Context: an optimization exercise on an open-source flow, tuned for small area, a short achievable clock period and few clock cycles. The choices shown serve that exercise and are no tape-out recipe.
Only simulation tests tie the RTL to the original design; equivalence was not proved.

$ cat flow/config.mk
export PLATFORM = sky130hd
export DESIGN_NAME = bin_ext_gcd
export DESIGN_NICKNAME = bin_ext_gcd
export VERILOG_FILES = /design/flow/design.v
export SDC_FILE = /design/flow/constraint.sdc
export NUM_CORES = 8
export LEC_CHECK = 0
export CAP_MARGIN = 30
export CORE_MARGIN = 2
export CORE_UTILIZATION = 40
export PLACE_DENSITY = 0.6
export SLEW_MARGIN = 50
export TNS_END_PERCENT = 5
$ cat flow/constraint.sdc
create_clock -name core_clock -period 14.0 [get_ports {clk}]
set_input_delay 2.8000 -clock core_clock [delete_from_list [all_inputs] [get_ports {clk}]]
set_output_delay 2.8000 -clock core_clock [all_outputs]
set_load 0.01 [all_outputs]
$ cat flow/standard.sh
#!/bin/bash
# synth_recipe.tcl (not shown) runs the flow's synth.tcl, then flattens the netlist and writes it again
# the make line also repeats each setting of config.mk as NAME=value (left out here)
make -C /OpenROAD-flow-scripts/flow DESIGN_CONFIG=/design/flow/config.mk WORK_HOME=/design/flow/orfs CLKGATE_MAP_FILE= SYNTH_SCRIPT=/design/flow/synth_recipe.tcl "${@:-finish}"
$ cat flow/design.v
module bin_ext_gcd #(
  parameter NBITS = 256) (
  input               clk,
  input               rst_n,
  input               enable_p,
  input  [NBITS-1 :0] x,
  input  [NBITS-1 :0] y,
  output [NBITS+2 :0] a,
  output [NBITS+2 :0] b,
  output [NBITS-1 :0] gcd,
  output              done_irq_p
);
localparam CW = NBITS + 3;    
localparam AW = NBITS + 4;    
reg              busy;
reg              done_r;
reg              fin;         
reg              phase;       
reg  [7:0]       k;           
reg  [NBITS-1:0] u;
reg  [NBITS-1:0] vs;          
reg  [CW-1:0]    Au, Bu, An, Bn;
reg              ninit;       
reg  [NBITS-1:0] xr, yr;      
reg              sub, shu, shv, selU, gVa, gVo, tforce, t2, mp1, mp2, mm1;
function [9:0] ctl;
  input ph, u0, u1, v0, v1;             
  input au0, au1, an0, an1, bu0, bu1, bn0, bn1;
  input sga, sgb;
  input yo, yb1, xb1;
  reg su, sv, sb, hu, hv, tf, d1, tt, a0, a1, b0, b1, p1, p2, n1, od;
  begin
    hv = ph | (u0 & ~v0);
    hu = ~ph & ~u0;
    sb = ~ph & u0 & v0;
    tf = ph | (~u0 & ~v0);
    su = hu | sb;
    sv = hv | sb;
    d1 = sb ? (u1 ^ v1) : (hu ? u1 : v1);
    tt = ~tf & ~d1;
    a0 = (su & au0) ^ (sv & an0);
    a1 = (su & au1) ^ (sv & an1) ^ (su & au0 & sv & an0);
    b0 = (su & bu0) ^ (sv & bn0);
    b1 = (su & bu1) ^ (sv & bn1) ^ (su & bu0 & sv & bn0);
    if (yo) begin
      p2 = tt & a1 & ~a0;
      p1 = tt & a0 & (a1 ^ yb1);
      n1 = tt & a0 & ~(a1 ^ yb1);
      od = ~tt & a0;
      p1 = p1 | (od & sga);
      n1 = n1 | (od & ~sga);
    end else begin
      p2 = tt & b1 & ~b0;
      p1 = tt & b0 & ~(b1 ^ xb1);
      n1 = tt & b0 & (b1 ^ xb1);
      od = ~tt & b0;
      p1 = p1 | (od & ~sgb);
      n1 = n1 | (od & sgb);
    end
    ctl = {sb, hu, hv, su, sv, tf, tt, p1, p2, n1};
  end
endfunction
wire [NBITS:0] s0, s1;
cmp_add #(.W(NBITS+1)) add_uv (.a({1'b0, u}), .b({1'b1, vs}), .s0(s0), .s1(s1), .pall());
wire           gt, eq;
cmp4 #(.W(NBITS)) cmp_uv (.u(u), .vs(vs), .gt(gt), .eq(eq));
wire           dest_v = ~gt;              
wire [NBITS-1:0] u_sub = t2 ? {1'b0, s1[NBITS:2]} : s1[NBITS:1];
wire [NBITS-1:0] v_sub = t2 ? {s0[NBITS], s0[NBITS:2]} : s0[NBITS:1];
wire [NBITS-1:0] u_sh  = t2 ? {2'b00, u[NBITS-1:2]} : {1'b0, u[NBITS-1:1]};
wire [NBITS-1:0] v_sh  = t2 ? {2'b11, vs[NBITS-1:2]} : {1'b1, vs[NBITS-1:1]};
wire [CW-1:0] opa1 = selU ? Au : {CW{1'b0}};
wire [CW-1:0] opa2 = gVa ? An : {CW{1'b0}};
wire [CW-1:0] opb1 = selU ? Bu : {CW{1'b0}};
wire [CW-1:0] opb2 = ({CW{gVa}} & Bn) | {CW{gVo}};
wire [AW-1:0] yx = {{(AW-NBITS){1'b0}}, yr};
wire [AW-1:0] xx = {{(AW-NBITS){1'b0}}, xr};
wire [AW-1:0] ta = ({AW{mp1}} & yx) | ({AW{mp2}} & {yx[AW-2:0], 1'b0}) | ({AW{mm1}} & ~yx);
wire [AW-1:0] tb = ({AW{mm1}} & xx) | ({AW{mp1}} & ~xx) | ({AW{mp2}} & ~{xx[AW-2:0], 1'b0});
wire          ia = mm1;
wire          ib = mp1 | mp2;
wire [AW-1:0] a1x = {opa1[CW-1], opa1};
wire [AW-1:0] a2x = {opa2[CW-1], opa2};
wire [AW-1:0] b1x = {opb1[CW-1], opb1};
wire [AW-1:0] b2x = {opb2[CW-1], opb2};
wire [AW-1:0] sa_s = a1x ^ a2x ^ ta;
wire [AW-1:0] sa_c = {(a1x[AW-2:0] & a2x[AW-2:0]) | (a1x[AW-2:0] & ta[AW-2:0]) | (a2x[AW-2:0] & ta[AW-2:0]), ia};
wire [AW-1:0] sb_s = b1x ^ b2x ^ tb;
wire [AW-1:0] sb_c = {(b1x[AW-2:0] & b2x[AW-2:0]) | (b1x[AW-2:0] & tb[AW-2:0]) | (b2x[AW-2:0] & tb[AW-2:0]), ib};
wire [AW-1:0] sa, sb;
skl_add #(.W(AW)) add_a (.a(sa_s), .b(sa_c), .cin(1'b0), .s(sa));
skl_add #(.W(AW)) add_b (.a(sb_s), .b(sb_c), .cin(1'b0), .s(sb));
wire [CW-1:0] ra = t2 ? {sa[AW-1], sa[AW-1:2]} : sa[CW:1];
wire [CW-1:0] rb = t2 ? {sb[AW-1], sb[AW-1:2]} : sb[CW:1];
wire step    = busy & ~fin & (phase | ~eq);
wire wr_u    = step & (shu | (sub & ~dest_v));    
wire phase_n = ~phase & tforce;                    
wire [NBITS-1:0] u_n  = sub ? u_sub : u_sh;        
wire [NBITS-1:0] vs_n = sub ? v_sub : v_sh;        
function [10:0] gv;
  input [9:0] c;
  input       ni;
  begin
    gv = {c[9:6], c[5] & ~ni, c[5] & ni, c[4:0]};
  end
endfunction
wire [1:0] an_lo = ninit ? 2'b00 : An[1:0];
wire [1:0] bn_lo = ninit ? 2'b11 : Bn[1:0];
wire       an_sg = ~ninit & An[CW-1];
wire       bn_sg = ninit | Bn[CW-1];
wire [9:0] ctl_u = ctl(phase_n, u_n[0], u_n[1], ~vs[0], ~vs[1],
                       ra[0], ra[1], an_lo[0], an_lo[1], rb[0], rb[1], bn_lo[0], bn_lo[1],
                       an_sg, bn_sg, yr[0], yr[1], xr[1]);
wire [9:0] ctl_v = ctl(phase_n, u[0], u[1], ~vs_n[0], ~vs_n[1],
                       Au[0], Au[1], ra[0], ra[1], Bu[0], Bu[1], rb[0], rb[1],
                       Au[CW-1], Bu[CW-1], yr[0], yr[1], xr[1]);
wire [9:0] ctl_l = ctl(1'b0, x[0], x[1], y[0], y[1],
                       1'b1, 1'b0, 1'b0, 1'b0, 1'b0, 1'b0, 1'b1, 1'b1,
                       1'b0, 1'b0, y[0], y[1], x[1]);
always @(posedge clk) begin
  xr <= x;
  yr <= y;
end
always @(posedge clk) begin
  if (enable_p)
    {sub, shu, shv, selU, gVa, gVo, tforce, t2, mp1, mp2, mm1} <= gv(ctl_l, 1'b1);
  else if (step)
    {sub, shu, shv, selU, gVa, gVo, tforce, t2, mp1, mp2, mm1} <= wr_u ? gv(ctl_u, ninit) : gv(ctl_v, 1'b0);
end
always @(posedge clk or negedge rst_n) begin
  if (!rst_n) begin
    busy   <= 1'b0;
    done_r <= 1'b0;
    fin    <= 1'b0;
    phase  <= 1'b0;
    k      <= 8'd0;
  end else begin
    done_r <= 1'b0;
    if (enable_p) begin
      busy  <= 1'b1;
      fin   <= 1'b0;
      phase <= 1'b0;
      k     <= 8'd0;
    end else if (busy) begin
      if (fin) begin
        if (k == 8'd0) begin
          busy   <= 1'b0;
          fin    <= 1'b0;
          done_r <= 1'b1;
        end else begin
          k <= k - 8'd1;
        end
      end else if (phase) begin
        phase <= 1'b0;
        k     <= k + 8'd1;
      end else if (eq) begin
        if (k == 8'd0) begin
          busy   <= 1'b0;
          done_r <= 1'b1;
        end else begin
          fin <= 1'b1;
        end
      end else if (tforce) begin
        phase <= 1'b1;
      end
    end
  end
end
always @(posedge clk) begin
  if (enable_p) begin
    u    <= x;
    vs   <= ~y;
    Au   <= {{(CW-1){1'b0}}, 1'b1};
    Bu   <= {CW{1'b0}};
    ninit <= 1'b1;
  end else if (busy & fin) begin
    if (k != 8'd0) u <= {u[NBITS-2:0], 1'b0};
  end else if (step) begin
    if (wr_u) begin
      u    <= u_n;
      Au   <= ra;
      Bu   <= rb;
    end else begin
      vs   <= vs_n;
      ninit <= 1'b0;
      An   <= ra;
      Bn   <= rb;
    end
  end
end
assign a          = Au;
assign b          = Bu;
assign gcd        = u;
assign done_irq_p = done_r;
endmodule
module skl_add #(parameter W = 260) (
  input  [W-1:0] a,
  input  [W-1:0] b,
  input          cin,
  output [W-1:0] s
);
  localparam NG = (W + 3) / 4;   
  localparam L  = 7;             
  reg [4*NG-1:0] g, p, c;
  reg [NG-1:0]   gg, gp, tg, tp, ng, np;
  reg [NG:0]     cg;             
  integer l, i, q;
  always @(*) begin
    g = {{(4*NG-W){1'b0}}, a & b};
    p = {{(4*NG-W){1'b0}}, a ^ b};
    for (i = 0; i < NG; i = i + 1) begin
      gg[i] = g[4*i+3] | (p[4*i+3] & g[4*i+2]) | (p[4*i+3] & p[4*i+2] & g[4*i+1])
            | (p[4*i+3] & p[4*i+2] & p[4*i+1] & g[4*i]);
      gp[i] = p[4*i+3] & p[4*i+2] & p[4*i+1] & p[4*i];
    end
    tg = gg;
    tp = gp;
    q = 0;
    for (l = 0; l < L; l = l + 1) begin
      ng = tg;
      np = tp;
      for (i = 0; i < NG; i = i + 1) begin
        if ((i >> l) & 1) begin
          q = ((i >> l) << l) - 1;
          ng[i] = tg[i] | (tp[i] & tg[q]);
          np[i] = tp[i] & tp[q];
        end
      end
      tg = ng;
      tp = np;
    end
    cg[0] = cin;
    for (i = 0; i < NG; i = i + 1)
      cg[i+1] = tg[i] | (tp[i] & cin);
    for (i = 0; i < NG; i = i + 1) begin
      c[4*i]   = cg[i];
      c[4*i+1] = g[4*i] | (p[4*i] & cg[i]);
      c[4*i+2] = g[4*i+1] | (p[4*i+1] & g[4*i]) | (p[4*i+1] & p[4*i] & cg[i]);
      c[4*i+3] = g[4*i+2] | (p[4*i+2] & g[4*i+1]) | (p[4*i+2] & p[4*i+1] & g[4*i])
               | (p[4*i+2] & p[4*i+1] & p[4*i] & cg[i]);
    end
  end
  assign s = a ^ b ^ c[W-1:0];
endmodule
module cmp_add #(parameter W = 257) (
  input  [W-1:0] a,
  input  [W-1:0] b,
  output [W-1:0] s0,
  output [W-1:0] s1,
  output         pall           
);
  localparam NG = (W + 3) / 4;
  localparam L  = 7;
  reg [4*NG-1:0] g, p, c0, c1;
  reg [NG-1:0]   gg, gp, tg, tp, ng, np;
  reg [NG:0]     cg0, cg1;
  integer l, i, q;
  always @(*) begin
    g = {{(4*NG-W){1'b0}}, a & b};
    p = {{(4*NG-W){1'b0}}, a ^ b};
    for (i = 0; i < NG; i = i + 1) begin
      gg[i] = g[4*i+3] | (p[4*i+3] & g[4*i+2]) | (p[4*i+3] & p[4*i+2] & g[4*i+1])
            | (p[4*i+3] & p[4*i+2] & p[4*i+1] & g[4*i]);
      gp[i] = p[4*i+3] & p[4*i+2] & p[4*i+1] & p[4*i];
    end
    tg = gg;
    tp = gp;
    q = 0;
    for (l = 0; l < L; l = l + 1) begin
      ng = tg;
      np = tp;
      for (i = 0; i < NG; i = i + 1) begin
        if ((i >> l) & 1) begin
          q = ((i >> l) << l) - 1;
          ng[i] = tg[i] | (tp[i] & tg[q]);
          np[i] = tp[i] & tp[q];
        end
      end
      tg = ng;
      tp = np;
    end
    cg0[0] = 1'b0;
    cg1[0] = 1'b1;
    for (i = 0; i < NG; i = i + 1) begin
      cg0[i+1] = tg[i];
      cg1[i+1] = tg[i] | tp[i];
    end
    for (i = 0; i < NG; i = i + 1) begin
      c0[4*i]   = cg0[i];
      c0[4*i+1] = g[4*i] | (p[4*i] & cg0[i]);
      c0[4*i+2] = g[4*i+1] | (p[4*i+1] & g[4*i]) | (p[4*i+1] & p[4*i] & cg0[i]);
      c0[4*i+3] = g[4*i+2] | (p[4*i+2] & g[4*i+1]) | (p[4*i+2] & p[4*i+1] & g[4*i])
                | (p[4*i+2] & p[4*i+1] & p[4*i] & cg0[i]);
      c1[4*i]   = cg1[i];
      c1[4*i+1] = g[4*i] | (p[4*i] & cg1[i]);
      c1[4*i+2] = g[4*i+1] | (p[4*i+1] & g[4*i]) | (p[4*i+1] & p[4*i] & cg1[i]);
      c1[4*i+3] = g[4*i+2] | (p[4*i+2] & g[4*i+1]) | (p[4*i+2] & p[4*i+1] & g[4*i])
                | (p[4*i+2] & p[4*i+1] & p[4*i] & cg1[i]);
    end
  end
  assign s0 = a ^ b ^ c0[W-1:0];
  assign s1 = a ^ b ^ c1[W-1:0];
  assign pall = &p[W-2:0];
endmodule
module cmp4 #(parameter W = 256) (
  input  [W-1:0] u,
  input  [W-1:0] vs,
  output         gt,
  output         eq
);
  reg [W-1:0] g, e;
  integer l, i;
  always @(*) begin
    g = u & vs;               
    e = u ^ vs;               
    for (l = 1; (W >> (2 * l)) > 0; l = l + 1) begin
      for (i = 0; i < (W >> (2 * l)); i = i + 1) begin
        g[i] = g[4*i+3] | (e[4*i+3] & g[4*i+2]) | (e[4*i+3] & e[4*i+2] & g[4*i+1])
             | (e[4*i+3] & e[4*i+2] & e[4*i+1] & g[4*i]);
        e[i] = e[4*i+3] & e[4*i+2] & e[4*i+1] & e[4*i];
      end
    end
  end
  assign gt = g[0];
  assign eq = e[0];
endmodule
$ cat flow/flow/run.sh
#!/bin/bash
set -euo pipefail
bash standard.sh SETUP_SLACK_MARGIN=8 \
  "BUFFER_PORTS_ARGS=-buffer_cell sky130_fd_sc_hd__buf_1" finish > make_finish.log 2>&1
==> impl_metrics.json <==
{
  "run_status": "finished clean",
  "fill_cells": 36493,
  "place_inst": 22287,
  "final_core_utilization": 0.474,
  "die-width_um": 619,
  "yosysTopAreaCell": "sky130_fd_sc_hd__edfxtp_1",
  "grt_start_max_net_pins": 119,
  "setup.worst_path.start_class": "flop",
  "clock_tree.buffer_depth": 4,
  "critical_path_required_ns": 14.81,
  "worstMarginPinSlew_ns": 0.836,
  "slew_headroom": 0.443,
  "wl_met2_um": 315000,
  "finalHoldViolations": 0,
  "path_clk_slew_ns": 0.06,
  "yosys_warnings": 4,
  "layout_commonest_cell": "sky130_fd_sc_hd__nand2_1",
  "layout.cells.most_common_list": "sky130_fd_sc_hd__nand2_1 (2085), sky130_fd_sc_hd__nor2_1 (1585), sky130_fd_sc_hd__a21oi_1 (1520), sky130_fd_sc_hd__buf_1 (1265), sky130_fd_sc_hd__edfxtp_1 (1039)",
  "drc_errors": 0,
  "syn-num-nets": 18919,
  "postSynthCellCount": 16849,
  "grt-ovfl-total": 0,
  "routed.top_layer": "met5",
  "port_buffers": 1289,
  "ys_ff_latch": 2083,
  "ys_top_cells_by_area": "sky130_fd_sc_hd__edfxtp_1 (21%), sky130_fd_sc_hd__dfxtp_1 (14%), sky130_fd_sc_hd__fa_1 (10%), sky130_fd_sc_hd__ha_1 (6.4%), sky130_fd_sc_hd__nand2_1 (5.2%)",
  "timing.final.crit_share": 0.451,
  "clock-skew-final_ns": 0.0655,
  "ys_types": 107,
  "numClockSinks": 2083,
  "vias": 142305,
  "antenna_found_initial": 112,
  "number_of_top_level_design_ports": 1290,
  "die_area_sq_um": 383000,
  "grt_use_total": 0.359,
  "initial_utilization": 0.402,
  "gp_routability_congestion": 1.01,
  "timing.hold.ws_ns": 0.466,
  "detail_route.vias_per_cell": 6.14,
  "grt_pass1_wl_um": 990000,
  "finalNetCount": 19927,
  "core_region_area_sq_um": 376000,
  "cts_inserted_buffers": 269,
  "worst_setup_path_end_kind": "flop",
  "wl_per_cell_um": 31.2,
  "synthArstFlopShare": 0.00576,
  "synth-edff-count": 1039,
  "multi_input_combinational_cell_area_sq_um": 94400,
  "route.met3.wl_um": 73200,
  "drtPass1Iterations": 6,
  "tritoncts_clock_tree": "yes",
  "proportion_of_synthesized_chip_area_in_sequential_cells": 0.345,
  "syn-cell-area_sq_um": 151000,
  "fp.dieH_um": 619,
  "grt_pass1_vias": 135103,
  "dp_hpwl_um": 510000,
  "final_max_slew_viol_count": 0,
  "final.min_clock_period_ns": 6.32,
  "drt_first_iter_violations": 15557,
  "area.growth.synth_to_final_pct": 18.0,
  "final_layout_size_suffix_gt1_frac": 0.0975,
  "report.final.setup_viol": 0,
  "critPathKind": "reg2reg",
  "synth_ff_type": "sky130_fd_sc_hd__edfxtp_1",
  "post_synth.cell_area_avg_sq_um": 8.98,
  "instances_no_fill": 23164,
  "hold_path.class": "reg2reg",
  "antenna_violating_nets_post_route": 0,
  "synth_top_cell_area_share": 0.206,
  "dpl-instance-area_sq_um": 161000,
  "critical_path.max_fanout": 34,
  "clkLatencyLatePin_ns": 0.96,
  "rows": 225,
  "drv.max_cap_violation_count": 0,
  "maxClockFrequency_ghz": 0.158,
  "htree_num_levels": 5,
  "m1WireLength_um": 248000,
  "unrepaired_setup_endpoints_after_global_routing": "true",
  "wl_um": 722000,
  "total_negative_setup_slack_ns": 0,
  "register_area_sq_um": 52200,
  "cp_arrival_ns": 7.13,
  "cts_root_buffer": "sky130_fd_sc_hd__clkbuf_16",
  "fin_area_sq_um": 178000
}
-- metrics by stage --
step                setup WS [ns]
floorplan                   -1.93
global placement             4.99
detailed placement           5.67
CTS                          7.82
global route                 7.62
finish                       7.68
-- area by class of cell --
cell class,count,share of cell area
clock inverter,124,0.00785
sequential,2083,0.292
multi-input combinational,12837,0.529
inverter,860,0.0187
timing repair buffer,1799,0.0718
clock buffer,369,0.0436
tap,4994,0.0350
timing repair inverter,7,0.000477
antenna,91,0.00128
-- cell families (layout without fill, tap and decap cells) --
logic type | count (synthesis) | after routing | share of synthesized area
xor gates and xnor gates | 734 | 734 | 0.0425
and+or+nand+nor | 5145 | 5145 | 0.149
AOI/OAI and AO/OA | 4959 | 4959 | 0.215
DFF | 2083 | 2083 | 0.345
buffers and inverters | 1929 | 3159 | 0.0485
muxes | 444 | 444 | 0.0325
adders and majority gates | 1555 | 1555 | 0.167
other | 0 | 91 | 0
-- repair_timing --
action                                  in CTS  in global routing
endpoints found under the setup margin    1368               1389
hold buffers                                 0                  0
setup buffers                              106                 86
gates cloned                                67                 28
pin swaps                                   73                 82
resized for setup                          376                282
-- layer usage --
layer  track usage  vias to the layer above
li1              -                    62522
met2         0.553                     7506
met1         0.398                    70202
met3        0.0919                     2019
met4         0.358                       56
met5       0.00126                        -
-- critical path, cell delays in order, from the launching register on --
cell	delay, ns
sky130_fd_sc_hd__edfxtp_1	0.48
sky130_fd_sc_hd__buf_4	0.20
sky130_fd_sc_hd__buf_16	0.16
sky130_fd_sc_hd__buf_16	0.26
sky130_fd_sc_hd__bufbuf_16	0.34
sky130_fd_sc_hd__and2_1	0.20
sky130_fd_sc_hd__fa_1	0.48
sky130_fd_sc_hd__ha_1	0.38
sky130_fd_sc_hd__and4_2	0.30
sky130_fd_sc_hd__nand2_1	0.13
sky130_fd_sc_hd__nor2_1	0.15
sky130_fd_sc_hd__nand3_2	0.17
sky130_fd_sc_hd__nor3_1	0.24
sky130_fd_sc_hd__nand4_1	0.25
sky130_fd_sc_hd__nor4_2	0.36
sky130_fd_sc_hd__a211o_2	0.25
sky130_fd_sc_hd__a21oi_2	0.09
sky130_fd_sc_hd__buf_6	0.15
sky130_fd_sc_hd__buf_4	0.14
sky130_fd_sc_hd__buf_4	0.13
sky130_fd_sc_hd__o21bai_2	0.18
sky130_fd_sc_hd__inv_1	0.08
sky130_fd_sc_hd__fa_2	0.54
sky130_fd_sc_hd__nor2_1	0.05
sky130_fd_sc_hd__a21o_1	0.20
sky130_fd_sc_hd__o21a_1	0.18
-- flip-flops by register name, summed over array words and instances, names as in the netlist, 8 cells and up --
name / cells
An: 259
Au: 259
Bn: 259
Bu: 259
u: 256
vs: 256
xr: 256
yr: 256
k: 8
-- path summary, 6_finish.rpt --
kind / from / depth (start not counted) / slack (ns) / endpoint
worst max-delay path: selU / 25 / 7.68 / Au[254]
worst min-delay path: Bu[215] / 2 / 0.47 / Bu[215]
worst max register to register: selU / 25 / 7.68 / Au[254]
worst min register to register: Bu[215] / 2 / 0.47 / Bu[215]
max in group asynchronous: rst_n / 1 / 11.95 / k[2]
min in group asynchronous: rst_n / 1 / 1.77 / done_r
-- synthesized netlist by cell type, types with 556 or more instances --
cell type / number
sky130_fd_sc_hd__nand2_1: 2106
sky130_fd_sc_hd__nor2_1: 1613
sky130_fd_sc_hd__a21oi_1: 1566
sky130_fd_sc_hd__edfxtp_1: 1039
sky130_fd_sc_hd__dfxtp_1: 1032
sky130_fd_sc_hd__clkbuf_1: 894
sky130_fd_sc_hd__inv_1: 852
sky130_fd_sc_hd__o21ai_0: 806
sky130_fd_sc_hd__ha_1: 779
sky130_fd_sc_hd__fa_1: 776
sky130_fd_sc_hd__a21o_1: 579
sky130_fd_sc_hd__xnor2_1: 556
Testbench counts, summed over its fixed seeds: cycles 67,681.

## re-timing with driven ports
The results above use ideal ports. As a check the final layout listed here was re-extracted and re-timed, cells and wires unchanged.
Step 1: set_driving_cell puts a clkbuf_16 on clk and a buf_2 on each other input, an assumption about the parent block.
Step 2, shift: input delay + t, output delay - t, t = (earliest + latest rising clock arrival at the registers) / 2. This alone moves slack from input paths to output paths.
Slacks: ideal ports / drivers / drivers and shift; pairs: ideal ports / drivers.
t, ns: 1.046
setup WS [ns]: 7.682 / 7.682 / 7.292
worst setup path at the end: input to register
worst register clock-pin slew, ns: 0.07 / 0.07
After both steps this run still meets setup and hold. For this run, drivers alone change the setup slack by 0.000 ns; drivers and shift together by -0.390 ns.
